Context: an optimization exercise on an open-source flow, tuned for small area. The choices shown serve that exercise and are no tape-out recipe.
In this exercise RTL edits were held to simulation tests only and were not proved equivalent to the original.
Power is estimated from default activity; no workload was simulated.

===== design.v =====
module finalproject(clk, rst, rows, LEDs, columns, signalout, ss1, ss2, ss3, ss4, ss5, ss6);
input clk;
input rst;
input [3:0] rows;
output [9:0] LEDs;
output [3:0] columns;
output signalout;
output [6:0] ss1, ss2, ss3, ss4, ss5, ss6;
wire [3:0] tone;
keypadwithtones kwt(.clk(clk), .rst(rst), .rows(rows), .LEDs(LEDs), .columns(columns), .tone(tone));
toneprocessor tp(.clk(clk), .rst(rst), .tone(tone), .signalout(signalout));
rotatingdisplay rd(.clk(clk), .rst(rst), .ss1(ss1), .ss2(ss2), .ss3(ss3), .ss4(ss4), .ss5(ss5), .ss6(ss6));
endmodule
module keypadwithtones(clk, rst, rows, LEDs, columns, tone);
input clk;
input rst;
input [3:0] rows;
output reg [9:0] LEDs;
output [3:0] columns;
output reg [3:0] tone;    
localparam SA = 3'd0, WB = 3'd1, SB = 3'd2, CK2 = 3'd3, WC = 3'd4, SC = 3'd5, CK4 = 3'd6;
reg [2:0] st;
reg [12:0] cs;                  
localparam [12:0] CP = 13'h0aaa;
wire [12:0] c = cs ^ CP;
reg [15:0] button;
reg m;
wire sa = (st == SA), wb = (st == WB), sb = (st == SB), ck2 = (st == CK2);
wire wc = (st == WC), sc = (st == SC), ck4 = (st == CK4);
wire scan = sa | sb | sc;
assign columns[0] = scan & c[0];
assign columns[1] = ~(scan & c[0] & ~c[1]);
assign columns[2] = ~(scan & c[1] & ~c[2]);
assign columns[3] = ~(scan & c[2]);
wire scan_end = scan & c[2];
wire wb_end = wb & c[0] & ~c[1] & c[6] & ~c[8] & c[9] & ~c[11] & ~c[12];
wire wc_end = wc & ~c[0] & c[1] & c[2] & c[3] & c[4] & ~c[5] & c[6] & ~c[7] & ~c[8] & ~c[9] & ~c[11];
wire [12:0] c_step = {c[11:0], ~(c[12] ^ c[11] ^ c[9] ^ c[8])};
wire c_clr = rst | scan_end | wb_end | wc_end | ck2 | ck4;
wire [3:0] val = ~rows;
wire eq = (val == button[11:8]);
wire [15:0] b = {button[11:0], button[15:12]};
wire [3:0] k1, k0;
assign k1[0] = b[0] | b[2] | b[5] | b[8] | b[10] | b[11] | b[13] | b[15];
assign k0[0] = b[1] | b[3] | b[4] | b[6] | b[7] | b[9] | b[12] | b[14];
assign k1[1] = b[2] | b[3] | b[4] | b[8] | b[9] | b[11] | b[12] | b[13];
assign k0[1] = b[0] | b[1] | b[5] | b[6] | b[7] | b[10] | b[14] | b[15];
assign k1[2] = b[1] | b[2] | b[3] | b[5] | b[9] | b[11] | b[14] | b[15];
assign k0[2] = b[0] | b[4] | b[6] | b[7] | b[8] | b[10] | b[12] | b[13];
assign k1[3] = b[3] | b[6] | b[10] | b[11] | b[12] | b[13] | b[14] | b[15];
assign k0[3] = b[0] | b[1] | b[2] | b[4] | b[5] | b[7] | b[8] | b[9];
wire nz = k1[0] | k0[0];
wire multi = |(k1 & k0);
wire take = ck2 & ~m & ~multi;
wire [3:0] addk = take ? k1 : 4'd0;
always @(posedge clk) begin
  if (rst) begin
    LEDs <= 10'd0;
    tone <= 4'd0;
  end else begin
    LEDs <= LEDs + addk;
    if (take & nz) tone <= k1;
    else if (ck4 & ~nz) tone <= 4'd0;
  end
end
always @(posedge clk) begin
  if (rst) st <= SA;
  else case (st)
    SA:  if (scan_end) st <= WB;
    WB:  if (wb_end) st <= SB;
    SB:  if (scan_end) st <= CK2;
    CK2: st <= (nz & ~m) ? WC : SA;
    WC:  if (wc_end) st <= SC;
    SC:  if (scan_end) st <= CK4;
    CK4: st <= nz ? WC : SA;
    default: ;
  endcase
end
always @(posedge clk) begin
  cs <= c_clr ? CP : c_step ^ CP;
  button <= {button[11:0], (sa | sc) ? val : button[15:12]};
  m <= (m & ~sa) | (sb & ~eq);
end
endmodule
module toneprocessor(clk, rst, tone, signalout);
input clk;
input rst;
input [3:0] tone;
output reg signalout;
reg [16:0] mcn;            
wire [16:0] mc = ~mcn;
reg [1:0] region;
localparam [255:0] LM1 = {16'd11943, 16'd12650, 16'd14203, 16'd15942, 16'd17895, 16'd18959, 16'd21281, 16'd23888, 16'd25389, 16'd28408, 16'd31887, 16'd35802, 16'd37920, 16'd42564, 16'd47754, 16'd1135};
localparam [255:0] HB = {16'd11943, 16'd12650, 16'd14203, 16'd15942, 16'd17895, 16'd18959, 16'd21281, 16'd23888, 16'd25308, 16'd28408, 16'd31887, 16'd35802, 16'd37920, 16'd42564, 16'd47754, 16'd1135};
localparam [15:0] DT = 16'hfc84;
wire [15:0] lm1 = LM1[tone*16 +: 16];
wire [15:0] hb = HB[tone*16 +: 16];
wire d = DT[tone];
function ltc;
  input [15:0] x, y;
  input cin;
  integer i;
  reg cy;
  begin
    cy = cin;
    for (i = 0; i < 16; i = i + 1)
      cy = (~x[i] & y[i]) | (~x[i] & cy) | (y[i] & cy);
    ltc = cy;
  end
endfunction
wire a = ~mc[16] & ltc(mc[15:0], lm1, 1'b0);    
wire b = ltc(mc[16:1], hb, d | ~mc[0]);         
always @(posedge clk) begin
  if (rst) begin
    signalout <= 1'b0;
    mcn <= 17'h1ffff;
    region <= 2'd0;
  end else begin
    case (region)
    2'd0: begin
      mcn <= mcn - 1'b1;
      if (a) signalout <= 1'b0; else region <= 2'd1;
    end
    2'd1: begin
      mcn <= mcn - 1'b1;
      if (!a && b) signalout <= 1'b1; else region <= 2'd2;
    end
    2'd2: begin
      if (!b) begin signalout <= 1'b0; mcn <= 17'h1ffff; end
      else begin region <= 2'd0; mcn <= mcn - 1'b1; end
    end
    default: ;
    endcase
  end
end
endmodule
module rotatingdisplay(clk, rst, ss1, ss2, ss3, ss4, ss5, ss6);
input clk;
input rst;
output [6:0] ss1, ss2, ss3, ss4, ss5, ss6;
reg [15:0] cnts;                
localparam [15:0] DP = 16'haaaa;
wire [15:0] counter = cnts ^ DP;
reg [3:0] idx;
reg full;
wire [3:0] idx_next;
assign idx_next[0] = 16'h82cf >> idx;
assign idx_next[1] = 16'h33d4 >> idx;
assign idx_next[2] = 16'hd4d2 >> idx;
assign idx_next[3] = 16'h1f8a >> idx;
wire step = counter[0] & counter[1] & counter[2] & ~counter[3] & ~counter[4] & ~counter[5] & ~counter[6] & counter[7]
          & ~counter[8] & ~counter[9] & ~counter[11] & counter[12] & ~counter[14] & counter[15];
always @(posedge clk) begin
  cnts <= (rst | step) ? DP : {counter[14:0], ~(counter[15] ^ counter[14] ^ counter[12] ^ counter[3])} ^ DP;
  if (rst) begin
    idx <= 4'd8;
    full <= 1'b0;
  end else if (step) begin
    idx <= idx_next;
    if (idx == 4'd6) full <= 1'b1;
  end
end
assign ss1[0] = 32'h20642164 >> {full, idx};
assign ss1[1] = 32'h70957195 >> {full, idx};
assign ss1[2] = 32'h789d799d >> {full, idx};
assign ss1[3] = 32'h40f341f3 >> {full, idx};
assign ss1[4] = 32'h04400540 >> {full, idx};
assign ss1[5] = 32'h08480948 >> {full, idx};
assign ss1[6] = 32'he354e354 >> {full, idx};
assign ss2[0] = 32'h008d058d >> {full, idx};
assign ss2[1] = 32'hc05ec55e >> {full, idx};
assign ss2[2] = 32'hc35ec75e >> {full, idx};
assign ss2[3] = 32'ha0d3a5d3 >> {full, idx};
assign ss2[4] = 32'h10801580 >> {full, idx};
assign ss2[5] = 32'h03800780 >> {full, idx};
assign ss2[6] = 32'h0cfc0dfc >> {full, idx};
assign ss3[0] = 32'h820a970a >> {full, idx};
assign ss3[1] = 32'h22f837f8 >> {full, idx};
assign ss3[2] = 32'h2ef83ff8 >> {full, idx};
assign ss3[3] = 32'ha0e6b5e6 >> {full, idx};
assign ss3[4] = 32'hc000d500 >> {full, idx};
assign ss3[5] = 32'h8c009d00 >> {full, idx};
assign ss3[6] = 32'h93c997c9 >> {full, idx};
assign ss4[0] = 32'h2a207f20 >> {full, idx};
assign ss4[1] = 32'h8ac5dfc5 >> {full, idx};
assign ss4[2] = 32'h9bc5dfc5 >> {full, idx};
assign ss4[3] = 32'ha0adf5ad >> {full, idx};
assign ss4[4] = 32'h00305530 >> {full, idx};
assign ss4[5] = 32'h11205520 >> {full, idx};
assign ss4[6] = 32'hcea2dfa2 >> {full, idx};
assign ss5[0] = 32'h09055d15 >> {full, idx};
assign ss5[1] = 32'h89aaddba >> {full, idx};
assign ss5[2] = 32'hcdaaddba >> {full, idx};
assign ss5[3] = 32'h822fd73f >> {full, idx};
assign ss5[4] = 32'h00415551 >> {full, idx};
assign ss5[5] = 32'h44015511 >> {full, idx};
assign ss5[6] = 32'hb931fd31 >> {full, idx};
assign ss6[0] = 32'h050a555a >> {full, idx};
assign ss6[1] = 32'ha721f771 >> {full, idx};
assign ss6[2] = 32'hb731f771 >> {full, idx};
assign ss6[3] = 32'h2a2b7f7b >> {full, idx};
assign ss6[4] = 32'h008255d2 >> {full, idx};
assign ss6[5] = 32'h10125552 >> {full, idx};
assign ss6[6] = 32'h45675577 >> {full, idx};
endmodule

===== flow/run.sh =====
#!/bin/bash
# Layout flow: the standard synthesis, then the combinational logic between
# the flip-flops is re-mapped for area with ABC (flip-flops untouched: same
# instances, names and cell types), then the standard layout from
# floorplan to finish on the re-mapped netlist.
set -euo pipefail
HERE=$(pwd)
FLOWDIR=$HERE/flow
PLAT=${FLOW_PLATFORM:-sky130hd}
LIB=$FLOW_HOME/platforms/$PLAT/lib/sky130_fd_sc_hd__tt_025C_1v80.lib
RES=$HERE/orfs/results/$PLAT/finalproject/base
YOSYS=$(command -v yosys || echo "$FLOW_HOME/../tools/install/yosys/bin/yosys")

# Port buffers: the smallest buffer cell.
export BUFFER_PORTS_ARGS="-buffer_cell sky130_fd_sc_hd__buf_1"
# Clock tree without dummy load cells.
export CTS_ARGS="-sink_clustering_enable -repair_clock_nets -dont_use_dummy_load"

# 1. standard synthesis
bash standard.sh synth > "$HERE/log_1_synth.txt" 2>&1

# 2. re-map the logic: many ABC runs (random seeds of &deepsyn), keep the
#    smallest; then again from that one
cp "$RES/1_2_yosys.v" "$HERE/std_1_2_yosys.v"
python3 "$FLOWDIR/mkcells.py" "$LIB" "$HERE/cells_comb.v" > "$HERE/log_2_mkcells.txt" 2>&1
DONTUSE=""
for c in $(grep -o 'cell *( *"\?sky130_fd_sc_hd__\(lpflow_[a-z0-9_]*\|probec\?_p_8\)' "$LIB" | sed 's/.*sky130/sky130/' | sort -u); do
  DONTUSE="$DONTUSE -dont_use $c"
done
# run_one TAG SEED INPUT: one ABC run (&deepsyn seed SEED) in resyn_TAG_SEED
run_one() {
  local d=$HERE/resyn_$1_$2
  mkdir -p "$d"
  sed -e "s/SEED/$2/" "$FLOWDIR/area.abc" > "$d/area.abc"
  sed -e "s#LIBFILE#$LIB#g" -e "s#CELLFILE#$HERE/cells_comb.v#" -e "s#INFILE#$3#" \
      -e "s#TOPNAME#$FLOW_TOP#" -e "s#DONTUSE#$DONTUSE#" -e "s#ABCSCRIPT#$d/area.abc#" \
      -e "s#STATFILE#$d/stat.txt#" -e "s#OUTFILE#$d/resyn.v#" "$FLOWDIR/resyn.ys" > "$d/resyn.ys"
  "$YOSYS" -l "$d/log.txt" -q "$d/resyn.ys" > /dev/null 2>&1 || true
}
# run_pass TAG INPUT SEEDS...: the runs of one pass, NUM_CORES at a time; then
# prints the folder of the smallest result and its area
run_pass() {
  local tag=$1 in=$2; shift 2
  for s in "$@"; do
    run_one "$tag" "$s" "$in" &
    while [ "$(jobs -r | wc -l)" -ge "${NUM_CORES:-4}" ]; do sleep 1; done
  done
  wait
  local best="" besta=""
  for s in "$@"; do
    local d=$HERE/resyn_${tag}_$s
    [ -f "$d/stat.txt" ] && [ -s "$d/resyn.v" ] || continue
    local a
    a=$(grep "Chip area for module" "$d/stat.txt" | awk '{print $NF}')
    echo "pass $tag seed $s area $a" >> "$HERE/log_2_resyn_summary.txt"
    if [ -z "$best" ] || awk "BEGIN{exit !($a < $besta)}"; then best=$d; besta=$a; fi
  done
  echo "$best $besta"
}
read D A < <(run_pass p1 "$HERE/std_1_2_yosys.v" $(seq 0 100))
echo "pass 1 best: $D area $A" >> "$HERE/log_2_resyn_summary.txt"
BEST=$D; BESTA=$A
for p in "p2 63" "p3 31"; do
  set -- $p
  [ -n "$BEST" ] || break
  read D A < <(run_pass "$1" "$BEST/resyn.v" $(seq 0 "$2"))
  echo "pass $1 best: $D area $A" >> "$HERE/log_2_resyn_summary.txt"
  if [ -n "$D" ] && awk "BEGIN{exit !($A < $BESTA)}"; then BEST=$D; BESTA=$A; fi
done
echo "chosen: $BEST" >> "$HERE/log_2_resyn_summary.txt"
if [ -n "$BEST" ]; then
  cp "$BEST/resyn.v" "$RES/1_2_yosys.v"
  touch "$RES/1_2_yosys.v"
fi

# 3. standard layout on the re-mapped netlist (1_synth.odb is rebuilt from it)
bash standard.sh > "$HERE/log_3_layout.txt" 2>&1

===== flow/area.abc =====
strash
&get -n
&deepsyn -T 20 -S SEED
&put
dch -f
amap

===== flow/mkcells.py =====
import re
import sys
t=open(sys.argv[1]).read()
out=[]
for m in re.finditer(r'\n\s*cell\s*\(\s*"?(\w+)"?\s*\)\s*\{', t):
    name=m.group(1)
    start=m.end(); depth=1; i=start
    while depth:
        if t[i]=='{': depth+=1
        elif t[i]=='}': depth-=1
        i+=1
    body=t[start:i]
    if re.search(r'\b(ff|latch|statetable)\s*\(', body): continue
    pins=[]; funcs={}
    for pm in re.finditer(r'\n\s*pin\s*\(\s*"?(\w+)"?\s*\)\s*\{', body):
        pn=pm.group(1); s=pm.end(); d=1; j=s
        while d:
            if body[j]=='{': d+=1
            elif body[j]=='}': d-=1
            j+=1
        pb=body[s:j]
        dirm=re.search(r'direction\s*:\s*"?(\w+)"?',pb)
        # only top-level attributes: strip nested groups
        top=re.sub(r'\{[^{}]*\}','',pb)
        while re.search(r'\{[^{}]*\}',top): top=re.sub(r'\{[^{}]*\}','',top)
        fm=re.search(r'\bfunction\s*:\s*"([^"]*)"',top)
        pins.append((pn,dirm.group(1) if dirm else None))
        if fm: funcs[pn]=fm.group(1)
    outs=[p for p,d in pins if d=='output']
    if not outs or any(o not in funcs for o in outs): continue
    ins=[p for p,d in pins if d=='input']
    v=f"module {name}({', '.join(ins+outs)});\n"
    for p in ins: v+=f"  input {p};\n"
    for p in outs:
        f=funcs[p].replace('!','~')
        f=re.sub(r'\)\s*\(', ')&(', f)
        f=re.sub(r'(\w)\s+(\w)', r'\1&\2', f)
        f=re.sub(r'(\w)\s+(\w)', r'\1&\2', f)
        v+=f"  output {p};\n  assign {p} = {f};\n"
    v+="endmodule\n"
    out.append(v)
open(sys.argv[2],'w').write("".join(out))

===== flow/resyn.ys =====
# Re-map the combinational logic of the standard synthesis netlist for area.
# The flip-flops stay exactly as standard synthesis made them (same instances,
# names and cell types); only the logic between them is re-synthesized.
read_liberty -lib LIBFILE
read_verilog -overwrite CELLFILE
read_verilog INFILE
hierarchy -top TOPNAME
flatten
rename -hide w:_*_.*
techmap
opt -purge
abc -liberty LIBFILE DONTUSE -script ABCSCRIPT
opt_clean -purge
hilomap -singleton -hicell sky130_fd_sc_hd__conb_1 HI -locell sky130_fd_sc_hd__conb_1 LO
insbuf -buf sky130_fd_sc_hd__buf_4 A X
splitnets
opt_clean -purge
check
tee -o STATFILE stat -liberty LIBFILE
write_verilog -noattr -noexpr -nohex -nodec OUTFILE

===== standard.sh =====
#!/bin/bash
# synth_recipe.tcl (not shown) runs the flow's synth.tcl, then flattens the netlist and writes it again
# the make line also repeats each setting of config.mk as NAME=value (left out here)
make -C /OpenROAD-flow-scripts/flow DESIGN_CONFIG=/design/flow/config.mk WORK_HOME=/design/flow/orfs CLKGATE_MAP_FILE= SYNTH_SCRIPT=/design/flow/synth_recipe.tcl "${@:-finish}"

===== config.mk =====
export PLATFORM = sky130hd
export DESIGN_NAME = finalproject
export DESIGN_NICKNAME = finalproject
export VERILOG_FILES = /design/flow/design.v
export SDC_FILE = /design/flow/constraint.sdc
export NUM_CORES = 4
export LEC_CHECK = 0
export CAP_MARGIN = 20
export CORE_MARGIN = 2
export CORE_UTILIZATION = 40
export SLEW_MARGIN = 20

===== constraint.sdc =====
create_clock -name core_clock -period 10.0 [get_ports {clk}]
set_input_delay 2.0000 -clock core_clock [delete_from_list [all_inputs] [get_ports {clk}]]
set_output_delay 2.0000 -clock core_clock [all_outputs]
set_load 0.01 [all_outputs]

==> impl_metrics.json, run 1 <==
{
  "worst-setup-path-type": "register to output port",
  "crit_family": "simple AND/OR/NAND/NOR gates",
  "cts_hold_buf": 0,
  "hpwlAfterDp_um": 7790,
  "worstPathRequired_ps": 8000,
  "fin_setup_tns_ps": 0,
  "rsz0062_at_grt": "false",
  "slew_headroom": 0.528,
  "place.gp.congestion": 0.929,
  "dr_total_vias": 4202,
  "drt_first_pass_iters": 5,
  "path_cells": "clkinv_1 > nor2_1 > clkinv_1 > nor2_1 > a211oi_1 > and3_1 > o21ai_0 > o21ai_0 > nand2_1 > o22ai_1 > buf_1",
  "r2r-start": "kwt.tone[2]$_SDFFE_PP0P_",
  "antenna_left": 0,
  "syn2layout_area_growth_pct": 13.1,
  "min_period_ps": 5230,
  "skew_ps": 27.9,
  "critPathLaunchType": "register",
  "layout-drive-gt1-share": 0.0173,
  "hold_path_class": "register to register",
  "die-width_um": 106,
  "critPathMaxStageDelay_ps": 620,
  "clkTransAtPathRegs_ps": 90,
  "period_share": 0.523,
  "nets": 645,
  "grt_pass1_vias": 3953,
  "viasPerCell": 5.44,
  "numCtsBuffers": 9,
  "syn_nets": 570,
  "hp-start": "kwt.button[5]$_DFF_P_",
  "end_kind": "output port",
  "slowest_stage": "dfxtp_1",
  "antenna_found_initial": 0,
  "drc_errors": 0,
  "power_leakage_nw": 1.63,
  "fp.dieH_um": 106,
  "fin_util": 0.458,
  "worst-path-max-fanout": 13,
  "io_pins": 63,
  "grt_overflow": 0,
  "diodes": 0,
  "syn_area_um2": 4130,
  "placed_cells": 764,
  "clock_latency_ps": 350,
  "track_usage": 0.192,
  "tightest_slew_ps": 702,
  "core_um2": 10200,
  "setup_ws_ps": 4770,
  "maxCapViolCount": 0,
  "outcome": "no timing/DRC/antenna violations",
  "cp.arrival_ps": 3230,
  "design_area_um2": 4670,
  "clkSinkCount": 88,
  "avgSynthCellArea_um2": 7.31,
  "tritoncts": "built",
  "start_util": 0.405,
  "fin_cells": 773,
  "cts_setup_buffers": 0,
  "timing.final.max_slew_violations": 0,
  "power_density_nw_per_um2": 123,
  "drt_iter0_markers": 292,
  "setup-violations-final": 0,
  "hold_viol_final": 0,
  "cts_root_buffer": "clkbuf_8",
  "timing.critical_path.buf_inv": 3,
  "mostFrequentLayoutCells": "nor2_1 (131), dfxtp_1 (88), nand2_1 (69)",
  "ys_warn_count": 3,
  "synthCells": 564,
  "fmax_mhz": 191,
  "die-area_um2": 11100,
  "drt_wl_total_um": 10400,
  "portBuffers": 62,
  "postPlaceCellArea_um2": 4540,
  "rows": 37,
  "final_common_cell": "nor2_1",
  "htree_num_levels": 3,
  "cts_max_path_buffers": 2,
  "cp-startpoint": "rd.idx[1]$_SDFFE_PP0P_",
  "wire_per_inst_um": 13.4,
  "post-place-ws_ps": 5210,
  "grt_pass1_wl_um": 17900,
  "grt_max_degree": 25,
  "ir_drop_uv": 87.4,
  "cts-resized-gates": 0
}
## report_power, final
part	leakage, nW	total [W]	switching, W	internal, W
clock network	0.0647	0.000187	0.000107	0.0000807
registers	0.719	0.000369	0.00000867	0.000360
logic	0.848	0.0000199	0.0000132	0.00000670
total	1.63	0.000576	0.000129	0.000447
## worst register-to-register path, delay by kind of cell, from the launching register on
kind / cells / cell delay [ps]
AOI/OAI and AO/OA: 22 / 2850
buffers and inverters: 4 / 880
DFF: 1 / 420
and+or+nand+nor: 4 / 450
## area by class of cell
class                      instances  area, um2
fill                            1090       5520
multi-input combinational        414       2130
sequential                        88       1760
timing repair buffer              64        248
inverter                          62        233
tap                              136        170
clock buffer                       9        124
## worst paths after layout
path	endpoint	slack [ps]	cells past startpoint
max	ss1[5]	4770	11
min	kwt.button[9]$_DFF_P_	350	0
max reg2reg	tp.mcn[15]$_SDFFE_PP1N_	5280	30
min reg2reg	kwt.button[9]$_DFF_P_	350	0
## per-layer routing
layer	GRT usage	wire length [um]
met1	0.258	4930
met2	0.312	4780
met3	0.0359	527
met4	0.0611	157
met5	0	0
## registers in the layout, indices dropped and copies added (netlist names)
name / flops
tp.mcn: 17
kwt.button: 16
rd.cnts: 16
kwt.cs: 13
kwt.LEDs: 10
kwt.tone: 4
rd.idx: 4
kwt.st: 3
tp.region: 2
kwt.m: 1
rd.full: 1
tp.signalout: 1
## through the flow
stage / hold WS, ps / power (W)
global route: 359 / 0.000604
finish: 348 / 0.000576
global placement: 350 / 0.000396
detailed placement: 359 / 0.000397
floorplan: 343 / 0.000387
CTS: 347 / 0.000584
==> run 2: changes to the inputs <==
--- a/flow/run.sh
+++ b/flow/run.sh
@@ -29,3 +29,3 @@
 done
-# run_one TAG SEED INPUT: one ABC run (&deepsyn seed SEED) in resyn_TAG_SEED
+# run_one TAG SEED INPUT: one ABC run (&deepsyn seed SEED, script flow/$SCRIPT) in resyn_TAG_SEED
 run_one() {
@@ -33,3 +33,3 @@
   mkdir -p "$d"
-  sed -e "s/SEED/$2/" "$FLOWDIR/area.abc" > "$d/area.abc"
+  sed -e "s/SEED/$2/" "$FLOWDIR/${SCRIPT:-area.abc}" > "$d/area.abc"
   sed -e "s#LIBFILE#$LIB#g" -e "s#CELLFILE#$HERE/cells_comb.v#" -e "s#INFILE#$3#" \
@@ -59,12 +59,9 @@
 }
-read D A < <(run_pass p1 "$HERE/std_1_2_yosys.v" $(seq 0 100))
-echo "pass 1 best: $D area $A" >> "$HERE/log_2_resyn_summary.txt"
-BEST=$D; BESTA=$A
-for p in "p2 63" "p3 31"; do
-  set -- $p
-  [ -n "$BEST" ] || break
-  read D A < <(run_pass "$1" "$BEST/resyn.v" $(seq 0 "$2"))
-  echo "pass $1 best: $D area $A" >> "$HERE/log_2_resyn_summary.txt"
-  if [ -n "$D" ] && awk "BEGIN{exit !($A < $BESTA)}"; then BEST=$D; BESTA=$A; fi
-done
+# two sets of runs from the standard netlist, with two ABC scripts; keep the smallest
+read D1 A1 < <(SCRIPT=area.abc run_pass a "$HERE/std_1_2_yosys.v" $(seq 40 70))
+echo "script area.abc best: $D1 area $A1" >> "$HERE/log_2_resyn_summary.txt"
+read D2 A2 < <(SCRIPT=area2.abc run_pass b "$HERE/std_1_2_yosys.v" $(seq 0 100))
+echo "script area2.abc best: $D2 area $A2" >> "$HERE/log_2_resyn_summary.txt"
+BEST=$D1
+if [ -z "$D1" ] || { [ -n "$D2" ] && awk "BEGIN{exit !($A2 < $A1)}"; }; then BEST=$D2; fi
 echo "chosen: $BEST" >> "$HERE/log_2_resyn_summary.txt"
==> flow/area2.abc (new file) <==
strash
&get -n
&deepsyn -T 20 -S SEED
&put
dc2
dch -f
amap
==> impl_metrics.json, run 2 <==
{
  "worstPathRequired_ps": 8000,
  "crit_family": "simple AND/OR/NAND/NOR gates",
  "die-width_um": 106,
  "antenna_left": 0,
  "cts_root_buffer": "clkbuf_8",
  "met1_length_um": 4930,
  "htree_num_levels": 3,
  "routed.top_layer": "met4",
  "worstReg2RegEnd": "tp.mcn[15]$_SDFFE_PP1N_",
  "grt_pass1_wl_um": 17900,
  "period_share": 0.523,
  "hpwlAfterDp_um": 7790,
  "io_pins": 63,
  "outcome": "no timing/DRC/antenna violations",
  "fin_cells": 773,
  "worst-setup-path-type": "register to output port",
  "track_usage": 0.192,
  "ir_drop_uv": 87.4,
  "syn_nets": 570,
  "mostFrequentLayoutCells": "nor2_1 (131), dfxtp_1 (88), nand2_1 (69)",
  "cts_max_path_buffers": 2,
  "placed_cells": 764,
  "wl_met3_um": 527,
  "r2r-start": "kwt.tone[2]$_SDFFE_PP0P_",
  "critical_path_depth": 11,
  "syn2layout_area_growth_pct": 13.1,
  "setup-violations-final": 0,
  "timing.final.max_slew_violations": 0,
  "regMostFlops": "tp.mcn",
  "r2r_slack_ps": 5280,
  "wl_met2_um": 4780,
  "cts-resized-gates": 0,
  "drt_iter0_markers": 292,
  "reg_top3": "tp.mcn (17), kwt.button (16), rd.cnts (16)",
  "fin_setup_tns_ps": 0,
  "viasPerCell": 5.44,
  "place.gp.congestion": 0.929,
  "holdPathStages": 0,
  "dr_total_vias": 4202,
  "syn_area_um2": 4130,
  "rows": 37,
  "maxCapViolCount": 0,
  "numCtsBuffers": 9,
  "drc_errors": 0,
  "min_period_ps": 5230,
  "die-area_um2": 11100,
  "final_common_cell": "nor2_1",
  "start_util": 0.405,
  "grt_pass1_vias": 3953,
  "avgSynthCellArea_um2": 7.31,
  "antenna_found_initial": 0,
  "diodes": 0,
  "power_leakage_nw": 1.63,
  "cts_setup_buffers": 0,
  "hold_path_class": "register to register",
  "hp-start": "kwt.button[5]$_DFF_P_",
  "synthCells": 564,
  "drt_first_pass_iters": 5,
  "fin_util": 0.458,
  "clkTransAtPathRegs_ps": 90,
  "wire_per_inst_um": 13.4,
  "fmax_mhz": 191,
  "fp.dieH_um": 106,
  "layout-drive-gt1-share": 0.0173,
  "tritoncts": "built",
  "grt_max_degree": 25,
  "portBuffers": 62,
  "critPathMaxStageDelay_ps": 620,
  "skew_ps": 27.9,
  "min_to": "kwt.button[9]$_DFF_P_",
  "critPathLaunchType": "register",
  "hold_viol_final": 0,
  "end_kind": "output port",
  "timing.critical_path.buf_inv": 3,
  "clkSinkCount": 88,
  "drt_wl_total_um": 10400,
  "slowest_stage": "dfxtp_1",
  "largest_reg_flops": 17,
  "path_cells": "clkinv_1 > nor2_1 > clkinv_1 > nor2_1 > a211oi_1 > and3_1 > o21ai_0 > o21ai_0 > nand2_1 > o22ai_1 > buf_1",
  "grt_overflow": 0,
  "cp-startpoint": "rd.idx[1]$_SDFFE_PP0P_",
  "cts_hold_buf": 0,
  "cp.arrival_ps": 3230,
  "tightest_slew_ps": 702,
  "fillers": 1090,
  "nets": 645,
  "power_density_nw_per_um2": 123,
  "worst-path-max-fanout": 13,
  "ys_warn_count": 3,
  "clock_latency_ps": 350,
  "reg2reg_depth": 30,
  "slew_headroom": 0.528,
  "core_um2": 10200,
  "rsz0062_at_grt": "false"
}
run 2: through the flow:
stage / cell area (um2) / hold WS (ps) / total power [W] / setup slack, ps
6_report: 4670 / 348 / 0.000576 / 4770
5_1_grt: 4670 / 359 / 0.000604 / 4440
4_1_cts: 4670 / 347 / 0.000584 / 4840
3_5_place_dp: 4540 / 359 / 0.000397 / 5210
3_3_place_gp: 4540 / 350 / 0.000396 / 5130
2_1_floorplan: 4130 / 343 / 0.000387 / 5460
run 2: worst register-to-register path: cells and delay by family, from the launching register on:
family	cells	cell delay (ps)
AO/OA/AOI/OAI	22	2850
buffers and inverters	4	880
AND/OR/NAND/NOR	4	450
flip-flops	1	420
run 2: cell type report:
| type | instances | area, um2 | area share |
|---|---|---|---|
| clock buffers | 9 | 124 | 0.0265 |
| inverters | 62 | 233 | 0.0499 |
| multi-input cells | 414 | 2130 | 0.457 |
| flip-flops and latches | 88 | 1760 | 0.377 |
| well taps | 136 | 170 | 0.0365 |
| repair buffers | 64 | 248 | 0.0531 |
run 2: power breakdown:
| part | internal, W | switching (W) |
|---|---|---|
| sequential | 0.000360 | 0.00000867 |
| combinational | 0.00000670 | 0.0000132 |
| clock | 0.0000807 | 0.000107 |
run 2: how the worst max path moves through the flow:
stage          slack [ps]                         to
6_report             4770                     ss1[5]
2_1_floorplan        5460  tp.signalout$_SDFFE_PP0P_
5_1_grt              4440                     ss1[5]
3_5_place_dp         5210                     ss1[5]
4_1_cts              4840                     ss1[5]
3_3_place_gp         5130                     ss1[5]
run 2: layer usage:
metal | vias up | global-route usage
met4 | 0 | 0.0611
met5 | - | 0
met1 | 1903 | 0.258
met2 | 126 | 0.312
li1 | 2153 | -
met3 | 20 | 0.0359

## static timing again, ports no longer ideal
Ports are ideal in the flow. The routed layouts listed here were re-timed in OpenROAD.
Step 1 assumes that a clkbuf_16 drives the clock port and a buf_2 every other input.
Step 2, shift: input delay + t, output delay - t, t = (earliest + latest rising clock arrival at the registers) / 2. This alone moves slack from input paths to output paths.
Slacks: no drivers / after step 1 / after step 2; pairs: no drivers / after step 1.
| run | shift t [ns] | setup WS [ns] | hold slack, ns |
|---|---|---|---|
| run 1 | 0.371 | 4.772 / 4.740 / 5.111 | 0.348 / 0.348 / 0.348 |
| run 2 | 0.371 | 4.772 / 4.740 / 5.111 | 0.348 / 0.348 / 0.348 |
After both steps every run listed still meets setup and hold.
